This design comes from an exercise in tuning for small area on the open sky130 flow, not from production work.
Only simulation tests tie the RTL to the original design; equivalence was not proved.
Power figures rest on the tool's default switching activity, not on a simulated workload.

==> flow/config.mk <==
export PLATFORM = sky130hd
export DESIGN_NAME = pong_top
export DESIGN_NICKNAME = pong_top
export VERILOG_FILES = /design/flow/design.v
export SDC_FILE = /design/flow/constraint.sdc
export NUM_CORES = 4
export LEC_CHECK = 0
export CAP_MARGIN = 20
export CORE_MARGIN = 2
export CORE_UTILIZATION = 40
export PLACE_DENSITY = 0.6
export SLEW_MARGIN = 20
==> flow/constraint.sdc <==
create_clock -name core_clock -period 10.0 [get_ports {clk}]
set_input_delay 2.0000 -clock core_clock [delete_from_list [all_inputs] [get_ports {clk}]]
set_output_delay 2.0000 -clock core_clock [all_outputs]
set_load 0.01 [all_outputs]
==> flow/design.v <==
module debounce(
    input clk, rst,
    input in,
	output reg out
    );
parameter delay_max = 20'd5000;
reg [31:0] delay_cnt;
reg        key_reg;
always @(posedge clk,posedge rst) begin 
    if (rst) begin 
        key_reg   <= 1'b0;
        delay_cnt <= 20'd0;
    end
    else begin
        key_reg <= in;
        if(key_reg != in)
            delay_cnt <= 20'd0; 
        else if(key_reg == in) begin
                 if(delay_cnt < delay_max)
                     delay_cnt <= delay_cnt + 1'b1;
                 else
                     delay_cnt <= delay_cnt;
             end           
    end   
end
always @(posedge clk, posedge rst) begin 
    if (rst) begin 
        out <= 1'b0;          
    end
    else begin
        if(delay_cnt == delay_max - 1'b1) begin
            out <= in;
        end
        else begin
            out <= out; 
        end  
    end   
end
endmodule 
module vga_drive(
    input vga_clk, rst,
    input [2:0] rgb_data,
    output hsync, vsync,
    output [2:0] vga_rgb,
    output [9:0] posx,
    output [9:0] posy
);                             
wire in_disp_area;
reg  [9:0] h_cnt;
reg  [9:0] v_cnt;
always @(posedge vga_clk, posedge rst) begin         
    if (rst)
        h_cnt <= 10'd0;                                  
    else begin
        if(h_cnt < 799)                                               
            h_cnt <= h_cnt + 1'b1;                               
        else 
            h_cnt <= 10'd0;  
    end
end
always @(posedge vga_clk, posedge rst) begin         
    if (rst)
        v_cnt <= 10'd0;                                  
    else if(h_cnt == 799) begin
        if(v_cnt < 524)                                               
            v_cnt <= v_cnt + 1'b1;                               
        else 
            v_cnt <= 10'd0;  
    end
end                                 
assign hsync  = (h_cnt <= 10'd95)? 1'b0 : 1'b1;
assign vsync  = (v_cnt <= 10'd1)? 1'b0 : 1'b1;
assign in_disp_area = (((h_cnt >= 10'd144) && (h_cnt < 10'd784)) && ((v_cnt >= 10'd35) && (v_cnt < 10'd525)))? 1'b1 : 1'b0;
assign vga_rgb = in_disp_area? rgb_data : 3'd0;
assign posx = in_disp_area? (h_cnt - 10'd143) : 10'd0;
assign posy = in_disp_area? (v_cnt -10'd34) : 10'd0;
endmodule 
module pong(
    input vga_clk, rst,
    input [9:0] posx, posy,
    input btn_up, btn_down,
    output reg [2:0] rgb_data
);    
parameter paddle_width  = 10'd20;
parameter paddle_length = 10'd120;
parameter ball_width = 10'd20;
reg [9:0] ball_x;
reg [9:0] ball_y;
reg [21:0] div_cnt;
reg x_direction;
reg y_direction;
reg [9:0] paddle_y;
reg [7:0] score;
wire [1:0] key_state;
debounce key_debounce_up(   .clk(vga_clk),
                                .rst(rst),
                                .in(btn_up),
                                .out(key_state[0]));
debounce key_debounce_down( .clk(vga_clk),
                                .rst(rst),
                                .in(btn_down),
                                .out(key_state[1]));
wire updatable;
assign updatable = (div_cnt == 22'd2500 - 1'b1) ? 1'b1: 1'b0;
always @(posedge vga_clk ,posedge rst) begin         
    if (rst)
        div_cnt <= 22'd0;
    else begin
        if(div_cnt < 22'd2500 - 1'b1) 
            div_cnt <= div_cnt + 1'b1;
        else
            div_cnt <= 22'd0;
    end
end
always @(posedge vga_clk ,posedge rst) begin         
    if (rst) begin
        x_direction <= 1'b1;
        y_direction <= 1'b1;
        score <= 8'd0;
    end
    else begin
        if (((ball_x == paddle_width) || (ball_x == 10'd640 - paddle_width - ball_width)) &&
            ((ball_y > paddle_y + paddle_length) || (ball_y + ball_width < paddle_y)))
            score <= 8'd0;
        else if (ball_x == paddle_width)begin
            x_direction <= 1'b1;
            score <= score + 1'b1;
        end               
        else if (ball_x == 10'd640 - paddle_width - ball_width) begin
            x_direction <= 1'b0;
            score <= score + 1'b1;
            end              
        else
            x_direction <= x_direction;
        if (ball_y == 1'b0)
            y_direction <= 1'b1;                
        else
        if (ball_y + ball_width == 10'd480)
            y_direction <= 1'b0;               
        else
            y_direction <= y_direction;
    end
end
always @(posedge vga_clk, posedge rst) begin         
    if (rst) begin
        ball_x <= 22'd320;
        ball_y <= 22'd240;
    end
    else if(updatable) begin
        if(x_direction) 
            ball_x <= ball_x + 1'b1;
        else
            ball_x <= ball_x - 1'b1;
        if(y_direction) 
            ball_y <= ball_y + 1'b1;
        else
            ball_y <= ball_y - 1'b1;
    end
    else begin
        ball_x <= ball_x;
        ball_y <= ball_y;
    end
end
always @(posedge vga_clk, posedge rst) begin         
    if (rst) begin
        paddle_y <= 10'd100;
    end
    else if(updatable) begin
        case (key_state)
            2'b00: paddle_y <= paddle_y;
            2'b01: begin
                if (paddle_y == 1'b0)
                    paddle_y <= paddle_y;
                else
                    paddle_y <= paddle_y - 1'b1;
            end
            2'b10: begin
                if (paddle_y + paddle_length == 10'd480)
                    paddle_y <= paddle_y;
                else
                    paddle_y <= paddle_y + 1'b1; 
            end
            2'b11: paddle_y <= paddle_y;
            default: paddle_y <= paddle_y;
        endcase
    end
    else begin
        paddle_y <= paddle_y;
    end
end
always @(posedge vga_clk, posedge rst) begin         
    if (rst) 
        rgb_data <= 3'b000;
    else begin
        if((posx >= ball_x) && (posx < ball_x + ball_width) &&
           (posy >= ball_y) && (posy < ball_y + ball_width))
            rgb_data <= 3'b111;
        else if (posx < paddle_width && posy >= paddle_y && posy <= paddle_y + paddle_length ||
                 posx >= 10'd640 - paddle_width && posy >= paddle_y && posy <= paddle_y + paddle_length) begin
            rgb_data <= 3'b111;
        end
        else
            rgb_data <= 3'b000;
    end
end
endmodule 
module pong_top(
    input clk, rst,
    input btn_up, btn_down,
    output hsync, vsync,
    output [2:0] vga_rgb
    );
wire [2:0] rgb_data_w;
wire [9:0] posx_w;
wire [9:0] posy_w;
vga_drive vga_driver_u( .vga_clk (clk),
                        .rst (rst),
                        .hsync (hsync),
                        .vsync (vsync),
                        .vga_rgb (vga_rgb),
                        .rgb_data (rgb_data_w),
                        .posx (posx_w),
                        .posy (posy_w));
pong pong_u(.vga_clk (clk),
            .rst (rst),
            .btn_up(btn_up),
            .btn_down(btn_down),
            .posx (posx_w),
            .posy (posy_w),
            .rgb_data (rgb_data_w));
endmodule
==> flow/run.sh <==
#!/bin/bash
# synth_recipe.tcl (not shown) runs the flow's synth.tcl, then flattens the netlist and writes it again
# the make line also repeats each setting of config.mk as NAME=value (left out here)
make -C /OpenROAD-flow-scripts/flow DESIGN_CONFIG=/design/flow/config.mk WORK_HOME=/design/flow/orfs CLKGATE_MAP_FILE= SYNTH_SCRIPT=/design/flow/synth_recipe.tcl finish
==> flow_summary.toml <==
[routing]
dr.pass1.iters = 7
drc_errors = 0
top_layer = "met4"
dr_wl_met2_um = 8550
wl_um = 18760
drtIter0Drc = 370
routedWlPerCell_um = 13.87
route.met3.wl_um = 449
ant_nets = 0
via_per_inst = 5.081
vias = 6875
wl_met1_um = 9445

[cts]
cts_sinks = 143
postCtsSetupBuffers = 0
cts.clk_slew.worst_paths_ns = 0.07
clkLatencyLatePin_ns = 0.43
ctsResizeCount = 0
cts_buffers = 17
cts_max_path_buffers = 2
htreeDepth = 4
cts_root_buffer = "clkbuf_16"
cts_hold_buf = 0
cts_tree = "done"

[cells_and_area]
syn2layout_area_growth_pct = 10.65
reg_top3 = "pong_u.key_debounce_down.delay_cnt: 32 flops, pong_u.key_debounce_up.delay_cnt: 32 flops, pong_u.div_cnt: 22 flops"
drive_above_1_share = 0.05996
n_antenna_cell = 0
fin_area_mm2 = 0.01039
multiInputGateArea_mm2 = 0.005483
fin_nets = 1139
final-seq-area_mm2 = 0.003592
n_fill_cell = 2321

[min_path]
hp-class = "reg2reg"

[run]
max-cap-violations = 0

[placement]
dpl_worst_slack_ns = 5.657
io_buffers = 8
dp_hpwl_um = 13280
gp_congestion = 0.8547
post_dp_cell_area_mm2 = 0.009799

[global_route]
grt_first_pass_wirelength_um = 32340
grt_pass1_vias = 6797
grt_max_degree = 84
antenna_found_initial = 0
grt_overflow = 0
grt_use_total = 0.1612

[floorplan]
fp.dieArea_mm2 = 0.02471
die_y_um = 157.2
chipWidth_um = 157.2
start_util = 0.4036
core-area_mm2 = 0.02326
io_pins = 9
rows = 56

[sta]
final-setup-viol-count = 0
fin_tns_setup_ns = 0
fmax_mhz = 208.8
grt_setup_unrepaired = "false"
slew_headroom = 0.3652
hold_viol = 0
setup_slack_ns = 5.211
worst_pin_slew_ns = 0.9490
fin_crit_sh = 0.4789
drv_slew = 0
period_minus_slack_ns = 4.789
skew_ns = 0.009685

[synth]
synth_seq_area_share = 0.3826
async_flop_share = 1.000
synth_common_cells = "dfrtp_1 (132), nor2_1 (113), ha_1 (110)"
yosysTopAreaCellShare = 0.3518
yosysMostFrequentCell = "dfrtp_1"
netlist_instances = 1010
synth-edff-count = 0
yosysUniqueCellTypes = 67
ys_dominant_reg_cell = "dfrtp_1"
synth.cell_area_mm2 = 0.009389
yosys.area.top_type = "dfrtp_1"
syn_avg_cell_area_um2 = 9.296
synth_area_leaders = "dfrtp_1 (35%), ha_1 (15%), xnor2_1 (5.1%)"
yosysWarnings = 3
ys_seq_elements = 143

[setup_path]
crit_top_cell = "a21o_1"
setup.worst_path.end = "vga_rgb[1]"
max_stage_delay_ns = 0.56
crit_start = "vga_driver_u.v_cnt[1]"
r2r_start = "vga_driver_u.v_cnt[1]"
path_depth = 6
worst_setup_path_start_kind = "register"
timing.rr.end = "pong_u.rgb_data[1]"
worstPathArrival_ns = 2.79
worst_ep_required_time_ns = 8.00
critPathMaxFanout = 22
cp-end-kind = "output pin"
r2r_cells = 13
cp_top_family = "compound AO/OA/AOI/OAI gates"
crit_buf_inv = 1
regToRegSetupSlack_ns = 6.30
crit_slowest_cell = "a21o_1"
path_class = "reg2out"
cp_cell_sequence = "ha_1 -> o41ai_1 -> a21o_1 -> a21o_1 -> nor2_1 -> clkdlybuf4s50_1"

[power_and_ir_drop]
power_leakage_nw = 4.817
ir_drop_v = 0.00009022
powerDensity_mw_per_mm2 = 120.3
p_total_w = 0.001250

[run_status]
status = "complete, no violations"
layout make-up:
class                           instances  share of cell area
Clock inverter                         14             0.01469
Multi-Input combinational cell        789              0.5278
Inverter                               60             0.02216
Sequential cell                       143              0.3458
Tap cell                              319             0.03842
Clock buffer                           17             0.04095
Timing Repair Buffer                   11             0.01024
cell families after synthesis:
logic type	Yosys count	synth area share
and+or+nand+nor	356	0.1864
AOI/OAI and AO/OA	202	0.1362
DFF	143	0.3826
adders and majority gates	117	0.1572
xor gates and xnor gates	99	0.09315
buffers and inverters	87	0.03785
muxes	5	0.006130
other	1	0.0003994
layout by cell type, fill, tap and decap left out, types with 5 or more instances in the layout:
cell type and count:
dfstp_2 11, o21ai_1 5, and2_1 31, o21ai_0 60
nand4_1 16, xor2_1 43, a21o_1 24, a31oi_1 10
nor2_1 113, clkdlybuf4s50_1 8, clkinvlp_4 5, nor2b_1 8
ha_1 110, nand2_1 68, a41oi_1 5, or3_1 7
nand3_1 32, inv_1 59, o21bai_1 9, nand2b_1 6
or4_1 5, dfrtp_1 132, conb_1 10, clkbuf_16 17
xnor2_1 54, nor4_1 20, nor3_1 20, o41ai_1 5
and3_1 16, o21a_1 5, a21oi_1 47
stage by stage:
| stage | util | cells | hold WS (ns) |
|---|---|---|---|
| after floorplan | - | 1019 | 0.4446 |
| after CTS | 0.4461 | 1353 | 0.4843 |
| after global placement | 0.4213 | 1322 | 0.4638 |
| after global routing | 0.4466 | 1353 | 0.5063 |
| final | 0.4466 | 1353 | 0.4797 |
| after detailed placement | 0.4213 | 1322 | 0.4631 |
power breakdown:
part	total [W]	internal, W	switching [W]
logic	0.0000322	0.00000827	0.0000239
registers	0.000591	0.000585	0.00000544
clock network	0.000627	0.000350	0.000277
total	0.00125	0.000944	0.000306
layer usage:
metal / global-route usage / vias up
met5: 0 / -
met4: 0.05368 / 0
met3: 0.02863 / 21
met2: 0.2570 / 79
met1: 0.2215 / 3212
li1: - / 3563
how the worst min path moves through the flow:
| stage | cells after the start | slack [ns] | endpoint | from |
|---|---|---|---|---|
| finish | 1 | 0.48 | pong_u.key_debounce_down.delay_cnt[13] | pong_u.key_debounce_down.delay_cnt[13] |
| global route | 1 | 0.51 | pong_u.key_debounce_down.delay_cnt[30] | pong_u.key_debounce_down.delay_cnt[30] |
| CTS | 1 | 0.48 | pong_u.key_debounce_down.delay_cnt[13] | pong_u.key_debounce_down.delay_cnt[13] |
| detailed placement | 1 | 0.46 | pong_u.key_debounce_down.delay_cnt[15] | pong_u.key_debounce_down.delay_cnt[15] |
| floorplan | 1 | 0.44 | pong_u.key_debounce_down.delay_cnt[15] | pong_u.key_debounce_down.delay_cnt[15] |
| global placement | 1 | 0.46 | pong_u.key_debounce_down.delay_cnt[15] | pong_u.key_debounce_down.delay_cnt[15] |

## afterwards: timing with drivers on the ports
The flow's constraints put no driver on any port. The routed layout listed below was extracted and timed again, unchanged, in two steps. Step 1 (the two cells are an assumption about what drives the block):
set clk [get_ports {clk}]
set_driving_cell -lib_cell sky130_fd_sc_hd__clkbuf_16 $clk
set_driving_cell -lib_cell sky130_fd_sc_hd__buf_2 [delete_from_list [all_inputs] $clk]
Step 2 adds t to the input delays and takes it off the output delays; t is the mean of the earliest and latest rising clock arrival at the registers after step 1. Input paths then give back, and output paths get back, about the clock's delay inside the block. Slacks: ideal ports / drivers / drivers and shift; pairs: ideal ports / drivers.
t (ns): 0.466
setup WS [ns]: 5.211 / 5.168 / 5.633
cell pins on the clock port's net: 1
After both steps this run still meets setup and hold. The setup slack of this run moves by -0.043 ns with the drivers and by +0.422 ns with both steps.
